This is an optimization exercise on Yosys and OpenROAD, whose aim is small area, a short achievable clock period and few clock cycles, not a production implementation.
No functional check of the RTL was part of any run shown here.
Power is estimated from default activity; no workload was simulated.

**flow/config.mk**
```make
export PLATFORM = sky130hd
export DESIGN_NAME = md5
export DESIGN_NICKNAME = md5
export VERILOG_FILES = /design/flow/design.v
export SDC_FILE = /design/flow/constraint.sdc
export NUM_CORES = 4
export LEC_CHECK = 0
export ABC_AREA = 1
export CAP_MARGIN = 40
export CORE_MARGIN = 2
export CORE_UTILIZATION = 40
export PLACE_DENSITY = 0.6
export SLEW_MARGIN = 30
```
**flow/constraint.sdc**
```tcl
create_clock -name core_clock -period 16.0 [get_ports {clk}]
set_input_delay 3.2000 -clock core_clock [delete_from_list [all_inputs] [get_ports {clk}]]
set_output_delay 3.2000 -clock core_clock [all_outputs]
set_load 0.01 [all_outputs]
```
**flow/design.v**
```verilog
module md5(
    input clk,
    input reset_n,
    input done,
    input [63:0] pwd,
    output [127:0] hash_pwd,
    output en
);
reg [31:0] p, b, c, d;
reg [6:0] cnt;
reg en_r;
wire job = reset_n & done;
wire [6:0] cnt_s = (cnt == 7'd68) ? cnt : cnt + 7'd1;
wire [6:0] cnt_n = job ? cnt_s : 7'd0;
reg ld, hold, zb;
reg [4:0] rf_n;    
reg [3:0] rj;      
reg [3:0] rt;      
always @(*) begin
    rf_n = 5'd0;
    if (cnt_s == 7'd1) rf_n = 5'd16;
    if (cnt_s >= 7'd2 && cnt_s <= 7'd16) rf_n = 5'd1;
    if (cnt_s >= 7'd17 && cnt_s <= 7'd32) rf_n = 5'd2;
    if (cnt_s >= 7'd33 && cnt_s <= 7'd48) rf_n = 5'd4;
    if (cnt_s >= 7'd49 && cnt_s <= 7'd64) rf_n = 5'd8;
end
always @(posedge clk) begin
    ld <= !job;
    hold <= (cnt_s == 7'd68);
    zb <= (cnt_s >= 7'd65) && (cnt_s <= 7'd67);
    rj <= 4'd0; rt <= 4'd0;
    if (job) case (cnt_s)
        7'd1: begin rj <= 4'd1; rt <= 4'd8; end
        7'd2: begin rj <= 4'd2; rt <= 4'd8; end
        7'd3: begin rj <= 4'd4; rt <= 4'd8; end
        7'd4: begin rj <= 4'd8; rt <= 4'd4; end
        7'd5: begin rj <= 4'd1; rt <= 4'd8; end
        7'd6: begin rj <= 4'd2; rt <= 4'd8; end
        7'd7: begin rj <= 4'd4; rt <= 4'd8; end
        7'd8: begin rj <= 4'd8; rt <= 4'd4; end
        7'd9: begin rj <= 4'd1; rt <= 4'd8; end
        7'd10: begin rj <= 4'd2; rt <= 4'd8; end
        7'd11: begin rj <= 4'd4; rt <= 4'd8; end
        7'd12: begin rj <= 4'd8; rt <= 4'd4; end
        7'd13: begin rj <= 4'd1; rt <= 4'd8; end
        7'd14: begin rj <= 4'd2; rt <= 4'd8; end
        7'd15: begin rj <= 4'd4; rt <= 4'd8; end
        7'd16: begin rj <= 4'd8; rt <= 4'd4; end
        7'd17: begin rj <= 4'd1; rt <= 4'd2; end
        7'd18: begin rj <= 4'd2; rt <= 4'd1; end
        7'd19: begin rj <= 4'd4; rt <= 4'd1; end
        7'd20: begin rj <= 4'd8; rt <= 4'd1; end
        7'd21: begin rj <= 4'd1; rt <= 4'd2; end
        7'd22: begin rj <= 4'd2; rt <= 4'd1; end
        7'd23: begin rj <= 4'd4; rt <= 4'd1; end
        7'd24: begin rj <= 4'd8; rt <= 4'd1; end
        7'd25: begin rj <= 4'd1; rt <= 4'd2; end
        7'd26: begin rj <= 4'd2; rt <= 4'd1; end
        7'd27: begin rj <= 4'd4; rt <= 4'd1; end
        7'd28: begin rj <= 4'd8; rt <= 4'd1; end
        7'd29: begin rj <= 4'd1; rt <= 4'd2; end
        7'd30: begin rj <= 4'd2; rt <= 4'd1; end
        7'd31: begin rj <= 4'd4; rt <= 4'd1; end
        7'd32: begin rj <= 4'd8; rt <= 4'd1; end
        7'd33: begin rj <= 4'd1; rt <= 4'd1; end
        7'd34: begin rj <= 4'd2; rt <= 4'd4; end
        7'd35: begin rj <= 4'd4; rt <= 4'd4; end
        7'd36: begin rj <= 4'd8; rt <= 4'd8; end
        7'd37: begin rj <= 4'd1; rt <= 4'd1; end
        7'd38: begin rj <= 4'd2; rt <= 4'd4; end
        7'd39: begin rj <= 4'd4; rt <= 4'd4; end
        7'd40: begin rj <= 4'd8; rt <= 4'd8; end
        7'd41: begin rj <= 4'd1; rt <= 4'd1; end
        7'd42: begin rj <= 4'd2; rt <= 4'd4; end
        7'd43: begin rj <= 4'd4; rt <= 4'd4; end
        7'd44: begin rj <= 4'd8; rt <= 4'd8; end
        7'd45: begin rj <= 4'd1; rt <= 4'd1; end
        7'd46: begin rj <= 4'd2; rt <= 4'd4; end
        7'd47: begin rj <= 4'd4; rt <= 4'd4; end
        7'd48: begin rj <= 4'd8; rt <= 4'd8; end
        7'd49: begin rj <= 4'd1; rt <= 4'd4; end
        7'd50: begin rj <= 4'd2; rt <= 4'd2; end
        7'd51: begin rj <= 4'd4; rt <= 4'd2; end
        7'd52: begin rj <= 4'd8; rt <= 4'd2; end
        7'd53: begin rj <= 4'd1; rt <= 4'd4; end
        7'd54: begin rj <= 4'd2; rt <= 4'd2; end
        7'd55: begin rj <= 4'd4; rt <= 4'd2; end
        7'd56: begin rj <= 4'd8; rt <= 4'd2; end
        7'd57: begin rj <= 4'd1; rt <= 4'd4; end
        7'd58: begin rj <= 4'd2; rt <= 4'd2; end
        7'd59: begin rj <= 4'd4; rt <= 4'd2; end
        7'd60: begin rj <= 4'd8; rt <= 4'd2; end
        7'd61: begin rj <= 4'd1; rt <= 4'd4; end
        7'd62: begin rj <= 4'd2; rt <= 4'd2; end
        7'd63: begin rj <= 4'd4; rt <= 4'd2; end
        7'd64: begin rj <= 4'd8; rt <= 4'd2; end
        7'd65: begin rj <= 4'd1; rt <= 4'd8; end
        7'd66: begin rj <= 4'd2; rt <= 4'd8; end
        7'd67: begin rj <= 4'd4; rt <= 4'd8; end
        default: ;
    endcase
end
wire [31:0] c_d = ld ? 32'h98badcfe : hold ? c : b;
wire [31:0] d_d = ld ? 32'h10325476 : hold ? d : c;
reg [31:0] u, v;
always @(posedge clk) begin
    u <= ({32{rf_n[0]}} & c_d)
       | ({32{rf_n[1]}} & (c_d | d_d))
       | ({32{rf_n[2]}} & ~(c_d ^ d_d))
       | ({32{rf_n[3]}} & ~c_d)
       | ({32{rf_n[4]}} & 32'hd76aa477);
    v <= ({32{rf_n[0]}} & d_d)
       | ({32{rf_n[1]}} & (c_d & ~d_d))
       | ({32{rf_n[2]}} & (c_d ^ d_d))
       | ({32{rf_n[3]}} & ~(c_d ^ d_d))
       | ({32{rf_n[4]}} & 32'hd76aa477);
end
reg [31:0] mr;
always @(posedge clk)
    mr <= ({32{(cnt_s == 7'd19) | (cnt_s == 7'd41) | (cnt_s == 7'd48)}} & pwd[63:32])
        | ({32{(cnt_s == 7'd1) | (cnt_s == 7'd16) | (cnt_s == 7'd36) | (cnt_s == 7'd55)}} & pwd[31:0]);
wire [16:0] hi = 17'd1 << cnt_s[6:2];
wire [3:0] lo = 4'd1 << cnt_s[1:0];
wire [31:0] kt;
reg [31:0] kc;
always @(posedge clk) kc <= kt;
assign kt[0] = (hi[0] & (lo[2])) | (hi[1] & (lo[0] | lo[2] | lo[3])) | (hi[2] & (lo[1] | lo[2])) | (hi[3] & (lo[1] | lo[3])) | (hi[4] & (lo[2])) | (hi[5] & (lo[0] | lo[1] | lo[2])) | (hi[6] & (lo[2] | lo[3])) | (hi[7] & (lo[0] | lo[2])) | (hi[8] & (lo[1])) | (hi[9] & (lo[1])) | (hi[10] & (lo[2] | lo[3])) | (hi[11] & (lo[0] | lo[1] | lo[3])) | (hi[12] & (lo[1] | lo[2] | lo[3])) | (hi[13] & (lo[0] | lo[2] | lo[3])) | (hi[14] & (lo[0] | lo[3])) | (hi[15] & (lo[1] | lo[2] | lo[3])) | (hi[16] & (lo[0] | lo[3]));
assign kt[1] = (hi[0] & (lo[1] | lo[2] | lo[3])) | (hi[1] & (lo[0] | lo[1] | lo[2])) | (hi[2] & (lo[1] | lo[3])) | (hi[3] & (lo[0] | lo[1] | lo[2])) | (hi[4] & (lo[0] | lo[3])) | (hi[5] & (lo[1])) | (hi[6] & (lo[0] | lo[1] | lo[2])) | (hi[7] & (lo[3])) | (hi[8] & (lo[0] | lo[2])) | (hi[10] & (lo[0] | lo[1])) | (hi[12] & (lo[1] | lo[2])) | (hi[13] & (lo[0] | lo[1])) | (hi[14] & (lo[0])) | (hi[15] & (lo[0] | lo[2])) | (hi[16] & (lo[1] | lo[2]));
assign kt[2] = (hi[0] & (lo[1] | lo[3])) | (hi[1] & (lo[0])) | (hi[2] & (lo[1] | lo[3])) | (hi[3] & (lo[2])) | (hi[5] & (lo[0])) | hi[6] | (hi[7] & (lo[0])) | (hi[8] & (lo[3])) | (hi[9] & (lo[0])) | (hi[10] & (lo[0] | lo[2] | lo[3])) | (hi[11] & (lo[1] | lo[3])) | (hi[12] & (lo[0] | lo[1] | lo[2])) | (hi[13] & (lo[2])) | (hi[14] & (lo[0] | lo[2])) | (hi[15] & (lo[1])) | (hi[16] & (lo[1] | lo[2]));
assign kt[3] = (hi[0] & (lo[2] | lo[3])) | (hi[1] & (lo[0] | lo[1])) | (hi[2] & (lo[0] | lo[1] | lo[3])) | (hi[3] & (lo[2])) | (hi[4] & (lo[3])) | (hi[5] & (lo[0] | lo[3])) | (hi[6] & (lo[3])) | (hi[7] & (lo[1] | lo[2] | lo[3])) | (hi[8] & (lo[3])) | (hi[9] & (lo[1])) | (hi[10] & (lo[1])) | (hi[11] & (lo[0] | lo[2])) | (hi[12] & (lo[3])) | (hi[13] & (lo[2])) | (hi[14] & (lo[0])) | (hi[15] & (lo[2])) | (hi[16] & (lo[2] | lo[3]));
assign kt[4] = (hi[0] & (lo[1] | lo[2])) | (hi[1] & (lo[2])) | (hi[2] & (lo[0] | lo[2] | lo[3])) | (hi[3] & (lo[1])) | (hi[4] & (lo[2])) | (hi[5] & (lo[0] | lo[1])) | (hi[6] & (lo[1])) | (hi[7] & (lo[1] | lo[2])) | (hi[9] & (lo[3])) | (hi[10] & (lo[1])) | (hi[11] & (lo[0] | lo[2])) | (hi[12] & (lo[1] | lo[3])) | (hi[13] & (lo[1] | lo[2] | lo[3])) | (hi[14] & (lo[2])) | (hi[15] & (lo[1] | lo[2] | lo[3])) | (hi[16] & (lo[1] | lo[2]));
assign kt[5] = (hi[0] & (lo[3])) | (hi[1] & (lo[0] | lo[1])) | (hi[2] & (lo[1] | lo[2] | lo[3])) | (hi[3] & (lo[0] | lo[3])) | (hi[4] & (lo[0] | lo[3])) | (hi[6] & (lo[0] | lo[3])) | (hi[7] & (lo[1])) | (hi[8] & (lo[2])) | (hi[9] & (lo[1] | lo[2] | lo[3])) | (hi[10] & (lo[1])) | hi[11] | (hi[12] & (lo[2] | lo[3])) | (hi[13] & (lo[2])) | (hi[14] & (lo[1] | lo[3])) | (hi[15] & (lo[1] | lo[2])) | (hi[16] & (lo[1] | lo[2]));
assign kt[6] = (hi[0] & (lo[1] | lo[2] | lo[3])) | (hi[2] & (lo[0])) | (hi[3] & (lo[2])) | (hi[4] & (lo[0] | lo[1] | lo[2])) | (hi[5] & (lo[0] | lo[1] | lo[3])) | (hi[6] & (lo[0] | lo[3])) | (hi[7] & (lo[1] | lo[2])) | (hi[8] & (lo[0] | lo[3])) | (hi[9] & (lo[0] | lo[2] | lo[3])) | (hi[10] & (lo[0] | lo[1])) | (hi[11] & (lo[1] | lo[2] | lo[3])) | (hi[12] & (lo[0] | lo[2])) | (hi[13] & (lo[0] | lo[2] | lo[3])) | (hi[14] & (lo[0] | lo[1])) | (hi[16] & (lo[1] | lo[2]));
assign kt[7] = (hi[0] & (lo[3])) | (hi[1] & (lo[0])) | hi[2] | (hi[3] & (lo[1] | lo[2])) | (hi[4] & (lo[3])) | (hi[5] & (lo[2] | lo[3])) | (hi[6] & (lo[0] | lo[2] | lo[3])) | (hi[7] & (lo[2] | lo[3])) | (hi[8] & (lo[1])) | (hi[9] & (lo[1])) | (hi[10] & (lo[0] | lo[1] | lo[2])) | (hi[11] & (lo[1] | lo[2] | lo[3])) | (hi[12] & (lo[1] | lo[2])) | (hi[13] & (lo[0] | lo[1] | lo[3])) | (hi[14] & (lo[1] | lo[3])) | (hi[15] & (lo[0] | lo[3])) | (hi[16] & (lo[2] | lo[3]));
assign kt[8] = (hi[0] & (lo[1] | lo[2])) | (hi[1] & (lo[0] | lo[3])) | (hi[2] & (lo[1] | lo[2] | lo[3])) | (hi[3] & (lo[0] | lo[1] | lo[2])) | (hi[4] & (lo[0] | lo[1] | lo[3])) | (hi[5] & (lo[3])) | (hi[6] & (lo[0] | lo[2])) | (hi[7] & (lo[0])) | (hi[8] & (lo[0] | lo[2])) | (hi[9] & (lo[1] | lo[2])) | (hi[10] & (lo[1] | lo[3])) | (hi[11] & (lo[1])) | (hi[12] & (lo[1] | lo[2])) | (hi[13] & (lo[0] | lo[3])) | (hi[14] & (lo[2] | lo[3])) | (hi[15] & (lo[2] | lo[3])) | (hi[16] & (lo[0] | lo[3]));
assign kt[9] = (hi[0] & (lo[1] | lo[3])) | (hi[1] & (lo[0] | lo[1] | lo[2])) | (hi[2] & (lo[1] | lo[2] | lo[3])) | (hi[3] & (lo[2])) | (hi[4] & (lo[1] | lo[2] | lo[3])) | (hi[5] & (lo[2] | lo[3])) | (hi[7] & (lo[2])) | (hi[8] & (lo[1])) | (hi[9] & (lo[0] | lo[1] | lo[2])) | (hi[10] & (lo[0] | lo[1])) | (hi[11] & (lo[3])) | (hi[12] & (lo[0] | lo[1] | lo[2])) | (hi[14] & (lo[0] | lo[1] | lo[2])) | hi[15] | (hi[16] & (lo[0] | lo[3]));
assign kt[10] = (hi[0] & (lo[1] | lo[3])) | hi[1] | (hi[2] & (lo[1] | lo[3])) | (hi[4] & (lo[0] | lo[3])) | (hi[5] & (lo[1] | lo[2])) | (hi[6] & (lo[0] | lo[2] | lo[3])) | (hi[7] & (lo[1] | lo[3])) | (hi[8] & (lo[1])) | (hi[9] & (lo[1] | lo[3])) | (hi[10] & (lo[0] | lo[1] | lo[3])) | (hi[11] & (lo[2] | lo[3])) | (hi[12] & (lo[1])) | (hi[13] & (lo[1] | lo[2] | lo[3])) | (hi[14] & (lo[0] | lo[1])) | (hi[15] & (lo[0])) | (hi[16] & (lo[1] | lo[2]));
assign kt[11] = (hi[0] & (lo[3])) | (hi[1] & (lo[0])) | (hi[2] & (lo[0] | lo[2])) | (hi[3] & (lo[3])) | (hi[4] & (lo[2])) | (hi[5] & (lo[3])) | (hi[6] & (lo[0] | lo[1] | lo[2])) | (hi[7] & (lo[0] | lo[3])) | (hi[8] & (lo[0] | lo[3])) | hi[9] | (hi[10] & (lo[0] | lo[3])) | (hi[11] & (lo[1] | lo[2])) | (hi[12] & (lo[1])) | (hi[13] & (lo[0] | lo[1] | lo[3])) | (hi[14] & (lo[0])) | (hi[15] & (lo[0])) | (hi[16] & (lo[2] | lo[3]));
assign kt[12] = (hi[0] & (lo[1] | lo[2])) | (hi[1] & (lo[3])) | hi[2] | (hi[3] & (lo[0] | lo[1])) | (hi[4] & (lo[1] | lo[2])) | (hi[5] & (lo[0] | lo[1] | lo[3])) | (hi[6] & (lo[3])) | (hi[8] & (lo[0] | lo[1] | lo[3])) | (hi[9] & (lo[3])) | (hi[10] & (lo[0] | lo[2] | lo[3])) | hi[11] | (hi[12] & (lo[1])) | (hi[13] & (lo[0] | lo[2] | lo[3])) | (hi[14] & (lo[0] | lo[3])) | hi[15] | (hi[16] & (lo[1] | lo[2]));
assign kt[13] = (hi[0] & (lo[1] | lo[2])) | (hi[2] & (lo[1])) | (hi[3] & (lo[1])) | (hi[4] & (lo[0] | lo[1])) | (hi[5] & (lo[2] | lo[3])) | (hi[7] & (lo[0] | lo[1])) | hi[8] | (hi[9] & (lo[0] | lo[3])) | (hi[10] & (lo[0] | lo[1] | lo[2])) | (hi[11] & (lo[2])) | hi[12] | (hi[13] & (lo[2])) | (hi[14] & (lo[0] | lo[1])) | (hi[15] & (lo[0] | lo[1])) | (hi[16] & (lo[0] | lo[3]));
assign kt[14] = (hi[0] & (lo[2] | lo[3])) | (hi[1] & (lo[1] | lo[2])) | (hi[2] & (lo[1] | lo[2] | lo[3])) | (hi[3] & (lo[1] | lo[2])) | (hi[4] & (lo[2] | lo[3])) | (hi[5] & (lo[2] | lo[3])) | (hi[6] & (lo[0])) | (hi[7] & (lo[0] | lo[3])) | (hi[8] & (lo[1] | lo[2])) | (hi[9] & (lo[0] | lo[1] | lo[2])) | (hi[10] & (lo[0])) | (hi[11] & (lo[0] | lo[2] | lo[3])) | (hi[12] & (lo[1])) | hi[13] | (hi[14] & (lo[0] | lo[1] | lo[2])) | hi[15] | (hi[16] & (lo[1] | lo[2]));
assign kt[15] = (hi[0] & (lo[1] | lo[3])) | (hi[1] & (lo[1] | lo[3])) | (hi[2] & (lo[0] | lo[1] | lo[3])) | (hi[4] & (lo[1] | lo[3])) | (hi[5] & (lo[2] | lo[3])) | (hi[6] & (lo[0])) | (hi[7] & (lo[0] | lo[1])) | (hi[8] & (lo[1])) | (hi[9] & (lo[0] | lo[1] | lo[3])) | (hi[11] & (lo[0] | lo[1])) | (hi[12] & (lo[1] | lo[3])) | (hi[13] & (lo[1] | lo[2])) | (hi[14] & (lo[1])) | (hi[15] & (lo[1] | lo[2] | lo[3])) | (hi[16] & (lo[2] | lo[3]));
assign kt[16] = (hi[0] & (lo[1] | lo[3])) | (hi[1] & (lo[1])) | (hi[2] & (lo[2])) | (hi[3] & (lo[2])) | (hi[5] & (lo[0] | lo[2] | lo[3])) | (hi[6] & (lo[0] | lo[1] | lo[2])) | (hi[7] & (lo[0] | lo[1] | lo[2])) | (hi[8] & (lo[1] | lo[2] | lo[3])) | (hi[9] & (lo[2] | lo[3])) | (hi[10] & (lo[0] | lo[1] | lo[2])) | (hi[11] & (lo[1])) | (hi[12] & (lo[0] | lo[3])) | (hi[13] & (lo[0] | lo[2])) | (hi[14] & (lo[2])) | (hi[15] & (lo[0] | lo[2])) | (hi[16] & (lo[0] | lo[3]));
assign kt[17] = (hi[0] & (lo[1])) | (hi[1] & (lo[1] | lo[3])) | (hi[2] & (lo[2])) | (hi[4] & (lo[0] | lo[2] | lo[3])) | (hi[5] & (lo[0] | lo[3])) | (hi[6] & (lo[1] | lo[3])) | hi[7] | (hi[8] & (lo[0])) | hi[9] | (hi[10] & (lo[0] | lo[2])) | (hi[11] & (lo[1] | lo[2])) | (hi[12] & (lo[1] | lo[3])) | (hi[13] & (lo[0] | lo[2])) | hi[15] | (hi[16] & (lo[1] | lo[2]));
assign kt[18] = (hi[0] & (lo[1] | lo[3])) | (hi[1] & (lo[0] | lo[1] | lo[3])) | (hi[2] & (lo[1] | lo[2] | lo[3])) | (hi[3] & (lo[3])) | (hi[4] & (lo[0] | lo[2] | lo[3])) | (hi[5] & (lo[0] | lo[1])) | (hi[6] & (lo[1] | lo[2])) | (hi[7] & (lo[1] | lo[2])) | (hi[8] & (lo[2] | lo[3])) | (hi[9] & (lo[0] | lo[1] | lo[3])) | (hi[10] & (lo[2])) | (hi[11] & (lo[0] | lo[3])) | (hi[12] & (lo[2])) | (hi[13] & (lo[1] | lo[2] | lo[3])) | (hi[14] & (lo[1])) | (hi[15] & (lo[2] | lo[3])) | (hi[16] & (lo[0] | lo[3]));
assign kt[19] = (hi[0] & (lo[3])) | (hi[1] & (lo[0])) | (hi[2] & (lo[2] | lo[3])) | (hi[3] & (lo[1] | lo[2])) | (hi[4] & (lo[0] | lo[2])) | (hi[5] & (lo[0])) | (hi[6] & (lo[3])) | (hi[7] & (lo[1] | lo[2] | lo[3])) | (hi[8] & (lo[0] | lo[2])) | hi[9] | (hi[10] & (lo[0] | lo[2] | lo[3])) | (hi[11] & (lo[1] | lo[3])) | (hi[12] & (lo[0] | lo[1])) | (hi[13] & (lo[0] | lo[1] | lo[2])) | (hi[14] & (lo[0] | lo[1] | lo[3])) | (hi[15] & (lo[1])) | (hi[16] & (lo[2] | lo[3]));
assign kt[20] = (hi[0] & (lo[3])) | (hi[1] & (lo[0] | lo[2])) | (hi[2] & (lo[2] | lo[3])) | hi[3] | (hi[4] & (lo[0] | lo[2] | lo[3])) | (hi[5] & (lo[3])) | (hi[6] & (lo[1] | lo[2] | lo[3])) | (hi[8] & (lo[0] | lo[1] | lo[2])) | hi[9] | (hi[10] & (lo[0])) | (hi[11] & (lo[0] | lo[1])) | (hi[12] & (lo[2] | lo[3])) | (hi[13] & (lo[0])) | (hi[15] & (lo[0] | lo[1] | lo[2])) | (hi[16] & (lo[1] | lo[2]));
assign kt[21] = (hi[0] & (lo[2] | lo[3])) | (hi[1] & (lo[0] | lo[2])) | (hi[2] & (lo[2])) | (hi[3] & (lo[2] | lo[3])) | (hi[4] & (lo[3])) | (hi[5] & (lo[0] | lo[2])) | (hi[6] & (lo[0] | lo[1])) | hi[7] | (hi[8] & (lo[0] | lo[1] | lo[3])) | (hi[9] & (lo[0] | lo[2] | lo[3])) | (hi[10] & (lo[1] | lo[2])) | (hi[11] & (lo[2] | lo[3])) | (hi[12] & (lo[0] | lo[1])) | (hi[13] & (lo[2])) | (hi[14] & (lo[0] | lo[1])) | (hi[15] & (lo[1])) | (hi[16] & (lo[1] | lo[2]));
assign kt[22] = (hi[0] & (lo[1])) | (hi[1] & (lo[0] | lo[3])) | (hi[2] & (lo[1] | lo[2] | lo[3])) | (hi[3] & (lo[2])) | (hi[4] & (lo[1] | lo[2])) | (hi[5] & (lo[1] | lo[3])) | (hi[6] & (lo[0] | lo[2] | lo[3])) | (hi[7] & (lo[0] | lo[1] | lo[2])) | (hi[8] & (lo[0] | lo[1] | lo[3])) | (hi[9] & (lo[1])) | (hi[10] & (lo[2])) | (hi[11] & (lo[0] | lo[1])) | (hi[13] & (lo[0] | lo[2])) | (hi[15] & (lo[0] | lo[2])) | (hi[16] & (lo[0] | lo[3]));
assign kt[23] = (hi[0] & (lo[1] | lo[3])) | (hi[1] & (lo[1])) | (hi[2] & (lo[0] | lo[2])) | (hi[3] & (lo[0] | lo[1] | lo[3])) | (hi[4] & (lo[3])) | (hi[5] & (lo[2] | lo[3])) | (hi[6] & (lo[0] | lo[2])) | (hi[7] & (lo[0] | lo[1])) | (hi[8] & (lo[0] | lo[2] | lo[3])) | hi[9] | hi[10] | hi[11] | (hi[12] & (lo[2] | lo[3])) | (hi[13] & (lo[2] | lo[3])) | (hi[14] & (lo[0])) | (hi[15] & (lo[2] | lo[3])) | (hi[16] & (lo[2] | lo[3]));
assign kt[24] = (hi[0] & (lo[3])) | (hi[1] & (lo[0] | lo[1] | lo[3])) | hi[2] | (hi[3] & (lo[0] | lo[1] | lo[3])) | (hi[4] & (lo[3])) | (hi[5] & (lo[3])) | (hi[6] & (lo[0] | lo[1] | lo[3])) | (hi[7] & (lo[0] | lo[2] | lo[3])) | hi[8] | (hi[9] & (lo[1])) | (hi[11] & (lo[0] | lo[2])) | (hi[12] & (lo[1] | lo[2])) | hi[13] | (hi[14] & (lo[0] | lo[2])) | (hi[15] & (lo[0] | lo[1] | lo[3])) | (hi[16] & (lo[0] | lo[3]));
assign kt[25] = (hi[1] & (lo[1])) | (hi[2] & (lo[1] | lo[2])) | (hi[3] & (lo[0] | lo[2])) | (hi[4] & (lo[0] | lo[2])) | (hi[5] & (lo[0] | lo[1] | lo[3])) | (hi[6] & (lo[1])) | (hi[7] & (lo[2])) | (hi[8] & (lo[0] | lo[1])) | (hi[9] & (lo[1] | lo[2] | lo[3])) | (hi[10] & (lo[1])) | (hi[11] & (lo[1] | lo[2])) | (hi[12] & (lo[1] | lo[2])) | (hi[13] & (lo[1] | lo[2])) | hi[14] | (hi[15] & (lo[0] | lo[2] | lo[3])) | (hi[16] & (lo[0] | lo[3]));
assign kt[26] = (hi[0] & (lo[2])) | (hi[1] & (lo[0] | lo[1] | lo[3])) | (hi[2] & (lo[2])) | (hi[3] & (lo[1] | lo[2])) | (hi[4] & (lo[0] | lo[2])) | (hi[5] & (lo[0] | lo[3])) | (hi[6] & (lo[2] | lo[3])) | (hi[7] & (lo[1] | lo[2] | lo[3])) | hi[8] | (hi[9] & (lo[0] | lo[2] | lo[3])) | (hi[10] & (lo[2] | lo[3])) | (hi[11] & (lo[1] | lo[2] | lo[3])) | (hi[12] & (lo[0] | lo[3])) | hi[13] | (hi[14] & (lo[0] | lo[1] | lo[3])) | (hi[15] & (lo[0] | lo[1])) | (hi[16] & (lo[0] | lo[3]));
assign kt[27] = (hi[0] & (lo[1])) | (hi[1] & (lo[2] | lo[3])) | hi[2] | (hi[3] & (lo[0] | lo[1] | lo[3])) | (hi[4] & (lo[3])) | (hi[5] & (lo[2])) | (hi[7] & (lo[0] | lo[1] | lo[3])) | (hi[8] & (lo[0] | lo[2] | lo[3])) | (hi[9] & (lo[1] | lo[3])) | (hi[10] & (lo[0] | lo[1])) | (hi[11] & (lo[0] | lo[2])) | (hi[12] & (lo[2] | lo[3])) | (hi[13] & (lo[1] | lo[2])) | (hi[14] & (lo[0] | lo[1] | lo[3])) | (hi[15] & (lo[1] | lo[2] | lo[3])) | (hi[16] & (lo[2] | lo[3]));
assign kt[28] = (hi[1] & (lo[0] | lo[3])) | (hi[2] & (lo[2])) | (hi[3] & (lo[1])) | (hi[4] & (lo[0])) | (hi[5] & (lo[0] | lo[2])) | (hi[6] & (lo[2])) | (hi[7] & (lo[1])) | (hi[8] & (lo[0] | lo[3])) | (hi[9] & (lo[2] | lo[3])) | (hi[10] & (lo[2])) | (hi[11] & (lo[0] | lo[2])) | (hi[12] & (lo[0] | lo[3])) | (hi[13] & (lo[2])) | (hi[14] & (lo[1])) | (hi[15] & (lo[0] | lo[1])) | (hi[16] & (lo[1] | lo[2]));
assign kt[29] = (hi[0] & (lo[1] | lo[2])) | (hi[1] & (lo[0] | lo[2] | lo[3])) | (hi[2] & (lo[0] | lo[2])) | (hi[3] & (lo[0] | lo[1] | lo[2])) | (hi[4] & (lo[0] | lo[2] | lo[3])) | (hi[5] & (lo[3])) | (hi[6] & (lo[0] | lo[2])) | (hi[7] & (lo[0] | lo[1] | lo[2])) | (hi[8] & (lo[0] | lo[2] | lo[3])) | (hi[9] & (lo[0] | lo[2] | lo[3])) | (hi[10] & (lo[0] | lo[1])) | (hi[11] & (lo[1])) | (hi[12] & (lo[0] | lo[2] | lo[3])) | (hi[13] & (lo[0] | lo[2])) | (hi[14] & (lo[0] | lo[1] | lo[2])) | hi[15] | (hi[16] & (lo[0] | lo[3]));
assign kt[30] = (hi[0] & (lo[1] | lo[3])) | (hi[1] & (lo[0] | lo[1] | lo[3])) | (hi[2] & (lo[0] | lo[2])) | (hi[3] & (lo[0] | lo[1] | lo[3])) | (hi[4] & (lo[0] | lo[1] | lo[3])) | (hi[5] & (lo[0] | lo[2] | lo[3])) | (hi[6] & (lo[1] | lo[2] | lo[3])) | (hi[7] & (lo[1] | lo[2])) | (hi[8] & (lo[0] | lo[2] | lo[3])) | (hi[9] & (lo[1] | lo[2])) | (hi[10] & (lo[1] | lo[2])) | (hi[11] & (lo[0] | lo[1] | lo[3])) | (hi[12] & (lo[0] | lo[1] | lo[3])) | (hi[13] & (lo[0] | lo[2])) | (hi[14] & (lo[0] | lo[1] | lo[3])) | (hi[15] & (lo[0] | lo[3])) | (hi[16] & (lo[0] | lo[3]));
assign kt[31] = (hi[0] & (lo[1] | lo[3])) | (hi[1] & (lo[0] | lo[2] | lo[3])) | (hi[2] & (lo[1] | lo[2] | lo[3])) | (hi[3] & (lo[1] | lo[2])) | (hi[4] & (lo[0] | lo[1] | lo[3])) | (hi[5] & (lo[0] | lo[2] | lo[3])) | (hi[6] & (lo[1] | lo[2])) | (hi[7] & (lo[0] | lo[1] | lo[3])) | (hi[8] & (lo[0] | lo[1] | lo[3])) | (hi[9] & (lo[0] | lo[2] | lo[3])) | (hi[10] & (lo[1] | lo[2])) | (hi[11] & (lo[0] | lo[1] | lo[3])) | (hi[12] & (lo[0] | lo[2] | lo[3])) | (hi[13] & (lo[1] | lo[2] | lo[3])) | (hi[14] & (lo[1] | lo[2])) | (hi[15] & (lo[0] | lo[1] | lo[3])) | (hi[16] & (lo[2] | lo[3]));
wire [31:0] p_next;
md5_addp u_addp (.x(d), .y(kc), .z(mr), .s(p_next));
wire [31:0] f = (b & u) | (~b & v);
wire [31:0] w;
md5_addw u_addw (.x(p), .y(f), .s(w));
wire [31:0] wt = ({32{rt[0]}} & w)
               | ({32{rt[1]}} & {w[30:0], w[31]})
               | ({32{rt[2]}} & {w[29:0], w[31:30]})
               | ({32{rt[3]}} & {w[28:0], w[31:29]});
wire [31:0] r = ({32{rj[0]}} & {wt[27:0], wt[31:28]})
              | ({32{rj[1]}} & {wt[22:0], wt[31:23]})
              | ({32{rj[2]}} & {wt[17:0], wt[31:18]})
              | ({32{rj[3]}} & {wt[11:0], wt[31:12]});
wire [31:0] b_next;
wire [31:0] b_in = ld ? 32'hefcdab89 : zb ? 32'd0 : b;
md5_addb u_addb (.x(b_in), .y(r), .s(b_next));
always @(posedge clk) begin
    cnt <= cnt_n;
    en_r <= job && (cnt == 7'd67 || cnt == 7'd68);
end
always @(posedge clk) begin
    if (ld) begin
        p <= pwd[63:32];
        c <= c_d;
        d <= d_d;
    end else if (!hold) begin
        p <= p_next;
        c <= c_d;
        d <= d_d;
    end
end
always @(posedge clk) b <= b_next;
function [31:0] bswap(input [31:0] v);
    bswap = {v[7:0], v[15:8], v[23:16], v[31:24]};
endfunction
assign en = en_r;
assign hash_pwd = {bswap({d[6:0], d[31:7]}), bswap(p),
                   bswap({b[16:0], b[31:17]}), bswap({c[11:0], c[31:12]})};
endmodule
module md5_addp(input [31:0] x, input [31:0] y, input [31:0] z, output [31:0] s);
assign s = x + y + z;
endmodule
module md5_addw(input [31:0] x, input [31:0] y, output [31:0] s);
assign s = x + y;
endmodule
module md5_addb(input [31:0] x, input [31:0] y, output [31:0] s);
assign s = x + y;
endmodule
```
**flow/flow/run.sh**
```bash
#!/bin/bash
# Own flow: the standard layout (standard.sh: unchanged synthesis, SDC and
# clock period). Two settings differ from the standard ones:
#  - OpenROAD's timing repair is asked to leave a larger setup margin (in
#    flow/margin.txt) than the standard settings allow, so that it works on the
#    paths that set the achieved period;
#  - every input and output port still gets its own buffer, but a plain
#    sky130_fd_sc_hd__buf_1 instead of the delay buffer buffer_ports picks.
# All tool output goes to standard.log in this folder.
set -o pipefail
MARGIN=$(cat flow/margin.txt)
bash standard.sh SETUP_SLACK_MARGIN=$MARGIN "BUFFER_PORTS_ARGS=-buffer_cell sky130_fd_sc_hd__buf_1" finish > standard.log 2>&1
```
**flow/flow/margin.txt**
```
11
```
**flow/standard.sh**
```bash
#!/bin/bash
# synth_recipe.tcl (not shown) runs the flow's synth.tcl, then flattens the netlist and writes it again
# the make line also repeats each setting of config.mk as NAME=value (left out here)
make -C /OpenROAD-flow-scripts/flow DESIGN_CONFIG=/design/flow/config.mk WORK_HOME=/design/flow/orfs CLKGATE_MAP_FILE= SYNTH_SCRIPT=/design/flow/synth_recipe.tcl "${@:-finish}"
```
==> results of run 1 <==
final cells by class:
cell class | instances | share of cell area, %
clock buffers | 52 | 3.940
diodes | 2 | 0.01913
clock inverters | 14 | 0.6264
flip-flops and latches | 275 | 24.75
multi-input cells | 2537 | 55.67
inverters | 499 | 7.168
well taps | 756 | 3.615
repair buffers | 241 | 4.203
stage by stage:
| stage | power (mW) | utilization [%] |
|---|---|---|
| after global placement | 1.909 | 42.92 |
| after CTS | 2.746 | 45.22 |
| after floorplan | 1.518 | - |
| final | 2.825 | 46.50 |
| after global routing | 2.964 | 46.49 |
| after detailed placement | 1.903 | 42.96 |
state kept, by name (all words and copies together), names as in the netlist:
| name | count |
|---|---|
| p | 32 |
| zb | 1 |
| kc | 32 |
| b | 32 |
| ld | 1 |
| u | 32 |
| hold | 1 |
| en_r | 1 |
| v | 32 |
| rj | 4 |
| rt | 4 |
| mr | 32 |
| c | 32 |
| cnt | 7 |
| d | 32 |
cell families after synthesis:
kind of cell               share of synthesized area (%)
and+or+nand+nor                                    34.22
buffers and inverters                              10.48
AOI/OAI and AO/OA                                  13.11
DFF                                                28.41
adders and majority gates                          11.84
xor gates and xnor gates                           1.847
muxes                                            0.08796
layer usage:
metal	up-vias	part of all wire, %	GRT usage (%)
li1	11610	-	-
met3	260	8.7	6.204
met5	-	0.0063	0
met4	2	6.0	17.90
met2	1270	43	54.94
met1	11870	43	50.27
worst max-delay path by stage:
stage                               end  depth (start not counted)
after global routing      b[19]$_DFF_P_                         24
final                     b[19]$_DFF_P_                         25
after CTS                 b[18]$_DFF_P_                         28
after floorplan           b[29]$_DFF_P_                         26
after detailed placement  b[20]$_DFF_P_                         30
after global placement    b[20]$_DFF_P_                         30
tightest hold or removal path, delay by kind of cell (launching register included):
| family | cells | cell delay, ns |
|---|---|---|
| compound gates | 1 | 0.06 |
| flops | 1 | 0.35 |
| simple gates | 2 | 0.10 |
cell usage in the layout (no fill, tap or decap), types with 43 or more instances in the layout:
cell type  count
ha_1         128
o21ai_0      162
dfxtp_1      174
a21oi_1      104
o2111ai_1     46
o22ai_1       53
nor3_1       107
nand4_1       72
nand2_1      919
buf_4         43
buf_1        195
nor2_1       322
inv_1        479
edfxtp_1      96
nand3_1      214
what timing repair did:
action | 4_1_cts | 5_1_grt
buffers inserted | 3 | 13
endpoints found under the hold margin | 0 | 0
endpoints found under the setup margin | 19 | 20
cloned | 0 | 0
hold buffers | 0 | 0
pin swaps | 3 | 30
resized for setup | 20 | 119
power breakdown:
part           leakage, nW  switching, mW  internal [mW]
Sequential            2.48         0.0781          0.803
Clock                0.587          0.350          0.486
Combinational         9.50          0.768          0.340
Total                 12.6           1.20           1.63
==> flow_summary_export.csv, run 1 <==
group,metric,value,unit
setup_path,r2r.worst_path.cells,25,
timing,drv_slew,0,
cells_and_area,fin_cells,4376,
timing,rsz0062_at_grt,"true",
setup_path,crit_top_cell,"nand2_1",
setup_path,required,16.42,ns
timing,finalHoldViolations,0,
setup_path,crit_arrival,5.25,ns
setup_path,worst_path_max_delay_cell,"ha_2",
min_path,hold-path-cell-count,3,
routing,wl,110500,um
synth,syn_area_per_cell,6.659,um^2
placed_design,gp_congestion,1.073,
timing,post-route-period-util,30.19,%
die,dieArea,58820,um^2
timing,fin_hold_ws,0.5428,ns
routing,drc,0,
cells_and_area,stdcell_area,26170,um^2
setup_path,r2r_start,"b[17]$_DFF_P_",
placed_design,dp_cells,4290,
setup_path,rrSetupSlack,11.17,ns
timing,tns,0,ns
synth,syn_inst,3418,
job,drv_cap,0,
routing,firstDrtPassIters,6,
min_path,holdPathEnd,"en_r$_DFF_P_",
cells_and_area,areaGrowthSynthToFinish,14.97,%
timing,finClkSkew,0.03346,ns
setup_path,end_kind,"flop",
global_route,grt_max_degree,58,
clock_tree,cts_tree,"yes",
power_and_ir_drop,leakage,12.57,nW
setup_path,cp-start-kind,"flop",
global_route,overflow,0,
routing,ant_nets,0,
cells_and_area,num-nets-final,3852,
timing,setup_ws,11.17,ns
die,die_w,242.5,um
synth,yosys.area.top_type,"dfxtp_1",
setup_path,critPathBufInv,3,
synth,synth_top_cells_by_area,"dfxtp_1 16%, nand2_1 16%, edfxtp_1 13%",
synth,synth_nets,3680,
synth,async_reset_ff_share,0,%
setup_path,max_stage_delay,0.48,ns
setup_path,crit_path_max_fanout,5,
cells_and_area,drive_gt1_share,8.513,%
synth,synth_area,22760,um^2
routing,vias,25010,
synth,synth-seq-cells,275,
synth,synth_edf_count,96,
synth,synth-main-ff-cell,"dfxtp_1",
setup_path,reg2reg_to,"b[19]$_DFF_P_",
clock_tree,clk_pin_slew,0.06,ns
cells_and_area,multiInputGateArea,14570,um^2
synth,synth_common_cells,"943 x nand2_1, 482 x inv_1, 334 x nor2_1",
timing,max_slew_margin,40.50,%
global_route,grt_pass1_wl,158400,um
clock_tree,cts_root_buf,"clkbuf_16",
power_and_ir_drop,power.density,108.0,nW/um^2
global_route,grt_pass1_vias,22930,
synth,synth.distinct_cells,63,
power_and_ir_drop,vdd_ir_drop_max,91.41,uV
global_route,antenna_found_initial,6,
placed_design,preCtsSetupSlack,10.52,ns
placed_design,dp_hpwl,87380,um
cells_and_area,regArea,6477,um^2
setup_path,crit_start,"b[17]$_DFF_P_",
min_path,worstHoldStart,"cnt[3]$_SDFF_PN0_",
synth,synth_top_area_share,15.74,%
routing,first_iter_violations,3270,
clock_tree,htree_num_levels,2,
global_route,track_usage,36.43,%
synth,synth-seq-area-share,28.41,%
clock_tree,worstSkewPairLatency,0.58,ns
die,die-height,242.5,um
clock_tree,cts.path.max_buffers,3,
setup_path,criticalPathCategory,"reg2reg",
synth,ys_warn_count,1,
placed_design,port_buffers,195,
routing,wl_per_cell,25.25,um
cells_and_area,n_fill_cell,5985,
routing,viasPerCell,5.716,
timing,setup_viol,0,
placed_design,dpl-instance-area,24180,um^2
timing,min_period,4.830,ns
die,ioPinCount,196,
clock_tree,cts.sinks,275,
min_path,hp-class,"reg2reg",
timing,fmax,0.2070,GHz
setup_path,path_delay_family,"simple AND/OR/NAND/NOR gates",
die,core-area,56280,um^2
timing,tightest_slew,0.8832,ns
clock_tree,cts_made_buffers,36,
die,start_util,40.44,%
synth,synthMostInstantiatedCell,"nand2_1",
status,status,"no timing/DRC/antenna violations",
die,rows,87,
==> run 2: changes to the inputs <==
==> flow/flow/margin.txt (replaced) <==
12
==> run 2 against run 1 <==
  * Still clean on timing, DRC and antenna
  * First-iteration DRC count fell by 5.2%
  * Global-route usage up 2.3 points
  * Register-to-register slack better by 0.17 ns
  * Worst hold slack better by 0.0077 ns
==> flow_summary_export.csv, run 2 <==
group,metric,value,unit
setup_path,rrSetupSlack,11.34,ns
timing,min_period,4.664,ns
power_and_ir_drop,vdd_ir_drop_max,75.88,uV
clock_tree,cts_root_buf,"clkbuf_16",
synth,synth_common_cells,"943 x nand2_1, 482 x inv_1, 334 x nor2_1",
routing,ant_nets,0,
placed_design,port_buffers,195,
setup_path,r2r_start,"p[1]$_DFFE_PP_",
setup_path,crit_arrival,5.12,ns
synth,synth_edf_count,96,
cells_and_area,drive_gt1_share,20.33,%
global_route,grt_pass1_vias,23860,
routing,wl_per_cell,25.92,um
global_route,grt_pass1_wl,166500,um
synth,synth-main-ff-cell,"dfxtp_1",
synth,synthMostInstantiatedCell,"nand2_1",
timing,tns,0,ns
setup_path,criticalPathCategory,"reg2reg",
synth,async_reset_ff_share,0,%
setup_path,end_kind,"flop",
setup_path,max_stage_delay,0.51,ns
timing,drv_slew,0,
cells_and_area,n_fill_cell,5714,
timing,fin_hold_ws,0.5505,ns
routing,drc,0,
setup_path,crit_top_cell,"nand2_2",
die,die-height,242.5,um
timing,setup_viol,0,
routing,viasPerCell,5.686,
routing,first_iter_violations,3101,
min_path,hp-class,"reg2reg",
power_and_ir_drop,leakage,14.16,nW
cells_and_area,final_cell_mix,"871 x nand2_1, 470 x inv_1, 305 x nor2_1",
synth,synth_area,22760,um^2
synth,synth-seq-area-share,28.41,%
min_path,hold-path-cell-count,3,
die,rows,87,
synth,synth-seq-cells,275,
clock_tree,cts.path.max_buffers,3,
cells_and_area,areaGrowthSynthToFinish,28.83,%
synth,yosys.area.top_type,"dfxtp_1",
timing,finalHoldViolations,0,
clock_tree,clk_pin_slew,0.06,ns
global_route,grt_max_degree,68,
setup_path,reg2reg_to,"b[28]$_DFF_P_",
synth,synth_nets,3680,
setup_path,r2r.worst_path.cells,31,
clock_tree,cts_made_buffers,35,
cells_and_area,num-nets-final,4043,
min_path,holdPathEnd,"en_r$_DFF_P_",
timing,fmax,0.2144,GHz
setup_path,required,16.45,ns
routing,vias,25960,
clock_tree,htree_num_levels,2,
timing,post-route-period-util,29.15,%
cells_and_area,finish.utilization,52.10,%
die,dieArea,58820,um^2
global_route,track_usage,38.71,%
die,core-area,56280,um^2
clock_tree,cts.sinks,275,
clock_tree,worstSkewPairLatency,0.57,ns
routing,firstDrtPassIters,8,
timing,tightest_slew,1.013,ns
timing,finClkSkew,0.02684,ns
power_and_ir_drop,power.density,102.7,nW/um^2
synth,synth_top_cells_by_area,"dfxtp_1 16%, nand2_1 16%, edfxtp_1 13%",
global_route,overflow,0,
cells_and_area,layout_commonest_cell,"nand2_1",
global_route,antenna_found_initial,2,
placed_design,dp_hpwl,88900,um
die,die_w,242.5,um
min_path,worstHoldStart,"cnt[3]$_SDFF_PN0_",
synth,synth_top_area_share,15.74,%
die,start_util,40.44,%
die,ioPinCount,196,
timing,max_slew_margin,31.74,%
synth,synth.distinct_cells,63,
synth,ys_warn_count,1,
placed_design,gp_congestion,1.087,
timing,rsz0062_at_grt,"true",
setup_path,worst_path_max_delay_cell,"edfxtp_1",
setup_path,crit_path_max_fanout,4,
clock_tree,cts_tree,"yes",
setup_path,cp-start-kind,"flop",
synth,syn_area_per_cell,6.659,um^2
synth,syn_inst,3418,
job,drv_cap,0,
routing,wl,118400,um
status,status,"no timing/DRC/antenna violations",
[run 2: cell types whose count changed in the layout (fill, tap and decap cells not counted), moves of 18 or more]
cell	before	now
dfxtp_1	174	140
buf_6	0	90
nand2_2	32	63
buf_1	195	102
dfxtp_4	2	20
nand2_1	919	871
a21oi_1	104	83
buf_4	43	198
clkbuf_2	1	26
[run 2: cells by family (layout without fill, tap and decap cells)]
kind of cell | after synthesis | after routing | synth area share, %
multiplexers | 2 | 2 | 0.08796
AND/OR/NAND/NOR | 1800 | 1801 | 34.22
adder cells (fa/ha/maj) | 195 | 195 | 11.84
other | 0 | 2 | 0
XOR/XNOR | 45 | 45 | 1.847
buffers and inverters | 606 | 995 | 10.48
AO/OA/AOI/OAI | 495 | 495 | 13.11
flip-flops | 275 | 275 | 28.41
[run 2: metal layers]
layer / wire length (um) / up-vias / GRT usage [%]
met1: 47730 / 12220 / 50.63
met5: 14 / - / 0
met3: 10660 / 323 / 6.868
li1: - / 11990 / -
met4: 9058 / 2 / 23.28
met2: 50890 / 1428 / 59.56
[run 2: stage by stage]
step	cells	area [um^2]	total power, mW	worst slack, ns
floorplan	3418	22800	1.521	12.00
global placement	4289	24200	1.892	10.84
detailed placement	4293	24290	1.885	10.87
CTS	4511	28150	2.895	11.43
global route	4564	29320	3.150	11.23
finish	4566	29320	3.012	11.34
[run 2: layout make-up]
| class | instances | area (um^2) | share of cell area (%) |
|---|---|---|---|
| multi-input combinational | 2538 | 15460 | 52.71 |
| sequential | 275 | 6565 | 22.39 |
| timing repair buffer | 432 | 3236 | 11.04 |
| inverter | 499 | 1886 | 6.431 |
| clock buffer | 44 | 982.2 | 3.350 |
| tap | 756 | 945.9 | 3.226 |
| clock inverter | 20 | 245.2 | 0.8364 |
| antenna | 2 | 5.005 | 0.01707 |
[run 2: worst max-delay path, delay by kind of cell, from the launching register on]
family / cells / cell delay (ns)
AO/OA/AOI/OAI: 4 / 0.65
adder cells (fa/ha/maj): 2 / 0.70
flip-flops: 1 / 0.51
buffers and inverters: 4 / 0.59
XOR/XNOR: 1 / 0.13
AND/OR/NAND/NOR: 20 / 1.96
[run 2: worst max-delay path by stage]
| stage | end | depth (start not counted) | from | slack [ns] |
|---|---|---|---|---|
| finish | b[28]$_DFF_P_ | 31 | p[1]$_DFFE_PP_ | 11.34 |
| global route | b[20]$_DFF_P_ | 32 | b[0]$_DFF_P_ | 11.23 |
| CTS | hash_pwd[109] | 1 | d[28]$_DFFE_PP_ | 11.43 |
| detailed placement | b[29]$_DFF_P_ | 26 | b[8]$_DFF_P_ | 10.87 |
| global placement | b[20]$_DFF_P_ | 28 | b[15]$_DFF_P_ | 10.84 |
| floorplan | b[20]$_DFF_P_ | 28 | b[1]$_DFF_P_ | 12.00 |
[run 2: timing repair]
item / in CTS / in global routing
hold buffers: 0 / 0
endpoints found under the setup margin: 172 / 183
setup buffers: 153 / 53
pin swaps: 72 / 80
resized for setup: 401 / 191
gates cloned: 1 / 0
[run 2: power by group]
group / switching, mW / total (mW) / leakage, nW / internal (mW)
Sequential: 0.0698 / 0.876 / 2.49 / 0.806
Combinational: 0.828 / 1.28 / 11.1 / 0.453
Clock: 0.346 / 0.854 / 0.599 / 0.508
==> run 3: changes to the inputs <==
==> flow/flow/margin.txt (replaced) <==
11
--- a/flow/config.mk
+++ b/flow/config.mk
@@ -11,3 +11,4 @@
 export CORE_UTILIZATION = 40
 export PLACE_DENSITY = 0.6
 export SLEW_MARGIN = 30
+export TNS_END_PERCENT = 20
==> run 3 against run 2 <==
  * Critical path depth decreased by 1
  * Non-clock buffer count decreased by 187
  * Combinational power decreased by 13%
  * Final area decreased by 11%
  * Register-to-register slack got worse by 0.13 ns
  * Synthesized area unchanged
  * Fmax decreased by 2.8%
  * Global-route usage decreased by 2.3 points
  * Utilization decreased by 5.6 points
  * Clock skew increased by 0.0065 ns
  * Total power decreased by 6.1%
  * Largest power group unchanged
  * Highest routed layer unchanged
==> flow_summary_export.csv, run 3 <==
group,metric,value,unit
status,status,"no timing/DRC/antenna violations",
clock_tree,cts.path.max_buffers,3,
timing,rsz0062_at_grt,"false",
power_and_ir_drop,p_int,1.630,mW
global_route,track_usage,36.43,%
setup_path,r2r.worst_path.cells,30,
power_and_ir_drop,clkPwrFrac,29.6,%
synth,syn_inst,3418,
synth,synth_area,22760,um^2
setup_path,crit_end,"b[28]$_DFF_P_",
power_and_ir_drop,leakage,12.62,nW
die,die-height,242.5,um
global_route,grt_pass1_wl,158300,um
placed_design,port_buffers,195,
synth,synthMuxAreaShare,0.08796,%
global_route,antenna_found_initial,6,
synth,synth_compound_area_share,13.11,%
routing,first_iter_violations,3173,
timing,drv_slew,0,
cells_and_area,areaGrowthSynthToFinish,14.98,%
cells_and_area,finish.utilization,46.50,%
power_and_ir_drop,power.density,108.1,nW/um^2
setup_path,cp-start-kind,"flop",
job,drv_cap,0,
routing,wl_per_cell,25.22,um
timing,finClkSkew,0.03333,ns
synth,synth_common_cells,"943 x nand2_1, 482 x inv_1, 334 x nor2_1",
synth,yosys.area.top_type,"dfxtp_1",
global_route,grt_max_degree,58,
timing,setup_viol,0,
setup_path,rrSetupSlack,11.20,ns
setup_path,r2r_start,"b[25]$_DFF_P_",
setup_path,max_stage_delay,0.46,ns
cells_and_area,final_cell_mix,"917 x nand2_1, 479 x inv_1, 322 x nor2_1",
synth,synthMostInstantiatedCell,"nand2_1",
min_path,hp-class,"reg2reg",
setup_path,crit_top_cell,"nand2_1",
setup_path,criticalPathCategory,"reg2reg",
placed_design,preCtsSetupSlack,10.52,ns
setup_path,end_kind,"flop",
cells_and_area,layout_commonest_cell,"nand2_1",
setup_path,required,16.46,ns
clock_tree,cts.sinks,275,
synth,synth_top_area_share,15.74,%
setup_path,crit_path_max_fanout,5,
routing,vias,25150,
timing,fmax,0.2084,GHz
synth,synth-seq-area-share,28.41,%
cells_and_area,drive_gt1_share,8.642,%
clock_tree,worstSkewPairLatency,0.58,ns
setup_path,crit_start,"b[25]$_DFF_P_",
die,start_util,40.44,%
routing,viasPerCell,5.742,
timing,post-route-period-util,29.99,%
timing,max_slew_margin,38.14,%
synth,async_reset_ff_share,0,%
timing,tns,0,ns
timing,finalHoldViolations,0,
die,die_w,242.5,um
synth,ys_warn_count,1,
setup_path,crit_arrival,5.26,ns
synth,synth_edf_count,96,
routing,drc,0,
die,dieArea,58820,um^2
synth,synth-simple-area-share,34.22,%
synth,synth_top_family_by_area,"simple AND/OR/NAND/NOR gates",
timing,tightest_slew,0.9182,ns
synth,synth_nets,3680,
timing,setup_ws,11.20,ns
placed_design,dp_hpwl,87380,um
routing,wl,110500,um
placed_design,gp_congestion,1.073,
clock_tree,htree_num_levels,2,
power_and_ir_drop,switchingPower,1.198,mW
setup_path,worst_path_max_delay_cell,"dfxtp_1",
die,rows,87,
clock_tree,cts_root_buf,"clkbuf_16",
global_route,overflow,0,
synth,syn_area_per_cell,6.659,um^2
die,ioPinCount,196,
routing,firstDrtPassIters,6,
power_and_ir_drop,p_comb_share,39.3,%
synth,synth_xor_area_share,1.847,%
cells_and_area,num-nets-final,3856,
clock_tree,clk_pin_slew,0.06,ns
synth,synth-main-ff-cell,"dfxtp_1",
synth,synthAdderAreaFrac,11.84,%
routing,ant_nets,0,
global_route,grt_pass1_vias,22920,
clock_tree,cts_tree,"yes",
clock_tree,cts_made_buffers,36,
synth,synth-seq-cells,275,
setup_path,reg2reg_to,"b[28]$_DFF_P_",
timing,min_period,4.799,ns
power_and_ir_drop,vdd_ir_drop_max,91.52,uV
die,core-area,56280,um^2
power_and_ir_drop,seq_power_share,31.2,%
synth,synth_top_cells_by_area,"dfxtp_1 16%, nand2_1 16%, edfxtp_1 13%",
power_and_ir_drop,switching_share,42.37,%
synth,synth.distinct_cells,63,
[run 3: kinds of logic (layout without fill, tap and decap cells)]
kind of cell	Yosys count	count (layout)
AO/OA/AOI/OAI	495	495
multiplexers	2	2
AND/OR/NAND/NOR	1800	1800
other	0	2
XOR/XNOR	45	45
adder cells (fa/ha/maj)	195	195
buffers and inverters	606	810
flip-flops	275	275
[run 3: cell type report]
cell class              count  area [um^2]
diodes                      2        5.005
clock buffers              52         1031
clock inverters            14        163.9
fillers                  5985        30110
inverters                 499         1876
multi-input cells        2537        14540
flip-flops and latches    275         6479
well taps                 756        945.9
repair buffers            245         1130
[run 3: critical path, delay by kind of cell (launching register included)]
kind            cells  cell delay (ns)
simple gates       18             2.04
compound gates      6             1.08
fa+ha+maj           2             0.74
flops               1             0.46
buf+inv             3             0.22
xor+xnor            1             0.15
[run 3: worst min path at each step]
stage	start	to	slack [ns]	depth (start not counted)
2_1_floorplan	cnt[3]$_SDFF_PN0_	en_r$_DFF_P_	0.51	3
3_3_place_gp	cnt[3]$_SDFF_PN0_	en_r$_DFF_P_	0.54	3
3_5_place_dp	cnt[3]$_SDFF_PN0_	en_r$_DFF_P_	0.54	3
4_1_cts	cnt[3]$_SDFF_PN0_	en_r$_DFF_P_	0.55	3
5_1_grt	cnt[3]$_SDFF_PN0_	en_r$_DFF_P_	0.57	3
6_report	cnt[3]$_SDFF_PN0_	en_r$_DFF_P_	0.54	3
[run 3: repair_timing]
action / 4_1_cts / 5_1_grt
setup buffers: 3 / 17
setup endpoints to repair: 19 / 20
pin swaps: 3 / 34
hold buffers: 0 / 0
gates resized for setup: 17 / 123
[run 3: power groups by stage]
stage                     Clock, mW  Sequential (mW)  Combinational [mW]
final                         0.836            0.881                1.11
after CTS                     0.845            0.878                1.02
after floorplan                   0            0.866               0.651
after global routing          0.875            0.885                1.20
after detailed placement          0            0.892                1.01
after global placement            0            0.892                1.02
[run 3: layer usage]
| layer | global-route usage (%) | wire [um] |
|---|---|---|
| met5 | 0 | 13 |
| met2 | 54.93 | 47080 |
| met1 | 50.27 | 46870 |
| met4 | 17.90 | 6481 |
| met3 | 6.204 | 10040 |
[run 3: stage by stage]
step	power [mW]	instance area, um^2	hold slack (ns)	instances
2_1_floorplan	1.518	22760	0.5053	3418
3_3_place_gp	1.909	24160	0.5362	4289
3_5_place_dp	1.903	24180	0.5367	4290
4_1_cts	2.745	25440	0.5514	4359
5_1_grt	2.964	26160	0.5655	4378
6_report	2.827	26170	0.5427	4380
==> run 4: changes to the inputs <==
==> flow/flow/margin.txt (replaced) <==
11.5
==> run 4 against run 3 <==
  * Sequential power grew 0.5%
  * Sequential share of layout area shrank 0.98 points
  * Utilization grew 2.1 points
==> flow_summary_export.csv, run 4 <==
group,metric,value,unit
status,status,"no timing/DRC/antenna violations",
routing,wl,111500,um
setup_path,required,12.80,ns
setup_path,critPathBufInv,1,
clock_tree,clk_pin_slew,0.06,ns
clock_tree,cts.sinks,275,
power_and_ir_drop,seq_power_share,30.1,%
routing,firstDrtPassIters,7,
power_and_ir_drop,power.density,107.4,nW/um^2
timing,tns,0,ns
routing,ant_nets,0,
routing,viasPerCell,5.754,
global_route,antenna_found_initial,6,
synth,synth_compound_area_share,13.11,%
setup_path,max_stage_delay,0.66,ns
synth,synthMuxAreaShare,0.08796,%
synth,syn_area_per_cell,6.659,um^2
die,die-height,242.5,um
cells_and_area,layout_commonest_cell,"nand2_1",
job,drv_cap,0,
synth,synth_area,22760,um^2
synth,synth.distinct_cells,63,
die,dieArea,58820,um^2
placed_design,dp_hpwl,87380,um
global_route,track_usage,36.73,%
power_and_ir_drop,p_int,1.689,mW
synth,synth-seq-cells,275,
min_path,worstHoldStart,"cnt[3]$_SDFF_PN0_",
placed_design,gp_congestion,1.073,
timing,fmax,0.2153,GHz
power_and_ir_drop,switching_share,42.52,%
synth,synth-seq-area-share,28.41,%
global_route,grt_pass1_vias,23170,
synth,synthMostInstantiatedCell,"nand2_1",
power_and_ir_drop,clkPwrFrac,28.5,%
synth,yosys.area.top_type,"dfxtp_1",
timing,finClkSkew,0.03464,ns
routing,drc,0,
setup_path,crit_arrival,1.45,ns
die,ioPinCount,196,
timing,drv_slew,0,
clock_tree,cts_root_buf,"clkbuf_16",
cells_and_area,num-nets-final,3893,
timing,min_period,4.645,ns
timing,max_slew_margin,33.25,%
synth,synth-simple-area-share,34.22,%
synth,synth_top_area_share,15.74,%
setup_path,r2r.worst_path.cells,30,
synth,synth-main-ff-cell,"dfxtp_1",
synth,synth_edf_count,96,
power_and_ir_drop,vdd_ir_drop_max,91.16,uV
setup_path,end_kind,"output port",
power_and_ir_drop,leakage,13.00,nW
timing,post-route-period-util,29.03,%
clock_tree,cts_tree,"yes",
synth,synthAdderAreaFrac,11.84,%
setup_path,rrSetupSlack,11.43,ns
cells_and_area,n_fill_cell,5861,
die,core-area,56280,um^2
power_and_ir_drop,switchingPower,1.249,mW
setup_path,worst_path_max_delay_cell,"edfxtp_1",
synth,synth_xor_area_share,1.847,%
timing,finalHoldViolations,0,
synth,async_reset_ff_share,0,%
setup_path,r2r_start,"b[0]$_DFF_P_",
setup_path,reg2reg_to,"b[20]$_DFF_P_",
synth,syn_inst,3418,
cells_and_area,final_cell_mix,"862 x nand2_1, 471 x inv_1, 306 x nor2_1",
clock_tree,cts.path.max_buffers,3,
setup_path,criticalPathCategory,"reg2out",
synth,synth_top_cells_by_area,"dfxtp_1 16%, nand2_1 16%, edfxtp_1 13%",
synth,synth_nets,3680,
setup_path,cp_cell_sequence,"buf_1",
routing,vias,25410,
die,rows,87,
die,die_w,242.5,um
clock_tree,htree_num_levels,2,
cells_and_area,regArea,6505,um^2
die,start_util,40.44,%
power_and_ir_drop,p_comb_share,41.4,%
power_and_ir_drop,p_total,2.938,mW
setup_path,cp-start-kind,"flop",
cells_and_area,areaGrowthSynthToFinish,20.19,%
placed_design,preCtsSetupSlack,10.52,ns
cells_and_area,multiInputGateArea,15380,um^2
setup_path,crit_path_max_fanout,3,
clock_tree,worstSkewPairLatency,0.58,ns
global_route,overflow,0,
min_path,hp-class,"reg2reg",
global_route,grt_max_degree,58,
setup_path,path_delay_family,"flip-flops",
timing,setup_viol,0,
synth,ys_warn_count,1,
min_path,hold-path-cell-count,3,
cells_and_area,drive_gt1_share,13.83,%
timing,setup_ws,11.35,ns
routing,wl_per_cell,25.26,um
timing,rsz0062_at_grt,"true",
synth,synth_top_family_by_area,"simple AND/OR/NAND/NOR gates",
routing,first_iter_violations,3219,
clock_tree,cts_made_buffers,36,
global_route,grt_pass1_wl,159800,um
synth,synth_common_cells,"943 x nand2_1, 482 x inv_1, 334 x nor2_1",
placed_design,port_buffers,195,
min_path,holdPathEnd,"en_r$_DFF_P_",
timing,tightest_slew,0.9907,ns
-- run 4: power by group through the flow --
stage,Sequential [mW],Combinational [mW],Clock (mW)
after floorplan,0.866,0.651,0
final,0.885,1.22,0.837
after detailed placement,0.892,1.01,0
after global routing,0.889,1.31,0.875
after global placement,0.892,1.02,0
after CTS,0.880,1.09,0.845
-- run 4: worst register-to-register path: cells and delay by family, from the launching register on --
family                     cells  cell delay (ns)
AOI/OAI and AO/OA              6             0.90
DFF                            1             0.36
and+or+nand+nor               17             1.83
buffers and inverters          3             0.21
adders and majority gates      3             0.93
xor gates and xnor gates       1             0.24
-- run 4: stage by stage --
stage	hold slack (ns)	util, %	area, um^2	cells
finish	0.5459	48.60	27350	4416
global placement	0.5362	42.92	24160	4289
global route	0.5655	48.60	27350	4415
CTS	0.5514	46.65	26260	4376
detailed placement	0.5367	42.96	24180	4290
floorplan	0.5053	-	22760	3418
-- run 4: what timing repair did --
item	CTS	global route
gates cloned	0	0
hold buffers	0	0
gates resized for setup	147	203
setup endpoints to repair	61	64
setup buffers	20	37
pin swaps	21	73
-- run 4: cells by family (layout without fill, tap and decap cells) --
kind of cell,Yosys count,in the layout
adders and majority gates,195,195
and+or+nand+nor,1800,1800
AOI/OAI and AO/OA,495,495
other,0,1
muxes,2,2
DFF,275,275
xor gates and xnor gates,45,45
buffers and inverters,606,847
-- run 4: metal layers --
layer  share of wire (%)  track usage [%]  vias up
met4                 5.9            17.41        2
li1                    -                -    11680
met5               0.012                0        -
met1                  42            50.63    12080
met3                 9.3            5.849      257
met2                  43            56.03     1394
-- run 4: worst max path at each step --
stage / slack, ns / start / cells past startpoint / end
after detailed placement: 10.52 / b[0]$_DFF_P_ / 30 / b[20]$_DFF_P_
after global placement: 10.42 / b[0]$_DFF_P_ / 30 / b[20]$_DFF_P_
after floorplan: 11.78 / b[1]$_DFF_P_ / 26 / b[29]$_DFF_P_
after CTS: 11.34 / d[21]$_DFFE_PP_ / 1 / hash_pwd[118]
after global routing: 11.23 / b[0]$_DFF_P_ / 30 / b[20]$_DFF_P_
final: 11.35 / d[8]$_DFFE_PP_ / 1 / hash_pwd[121]
-- run 4: area by class of cell --
cell class / instances / area share (%)
repair buffers: 282 / 5.297
diodes: 1 / 0.009148
flip-flops and latches: 275 / 23.78
clock inverters: 14 / 0.5992
clock buffers: 52 / 3.769
multi-input cells: 2537 / 56.22
well taps: 756 / 3.458
inverters: 499 / 6.866

## port drivers added, routing unchanged
The flow's constraints put no driver on any port. The routed layouts listed below were extracted and timed again, unchanged, in two steps.
Step 1 (the two cells are an assumption about what drives the block):
set clk [get_ports {clk}]
set_driving_cell -lib_cell sky130_fd_sc_hd__clkbuf_16 $clk
set_driving_cell -lib_cell sky130_fd_sc_hd__buf_2 [delete_from_list [all_inputs] $clk]
Step 2, shift: input delay + t, output delay - t, t = (earliest + latest rising clock arrival at the registers) / 2. This alone moves slack from input paths to output paths.
Slacks: ideal / step 1 / step 2; pairs: ideal / step 1.
| run | t (ns) | setup WS [ns] | hold WS [ns] | worst slew at a driven data input, ns | cell pins on the clock port's net |
|---|---|---|---|---|---|
| run 1 | 0.627 | 11.170 / 11.170 / 11.170 | 0.543 / 0.543 / 0.543 | 0.09 | 1 |
| run 2 | 0.619 | 11.336 / 11.336 / 11.336 | 0.550 / 0.550 / 0.550 | 0.09 | 1 |
| run 3 | 0.627 | 11.202 / 11.201 / 11.202 | 0.543 / 0.543 / 0.543 | 0.09 | 1 |
| run 4 | 0.626 | 11.355 / 11.293 / 11.426 | 0.546 / 0.546 / 0.546 | 0.09 | 1 |
After both steps every run listed still meets setup and hold.
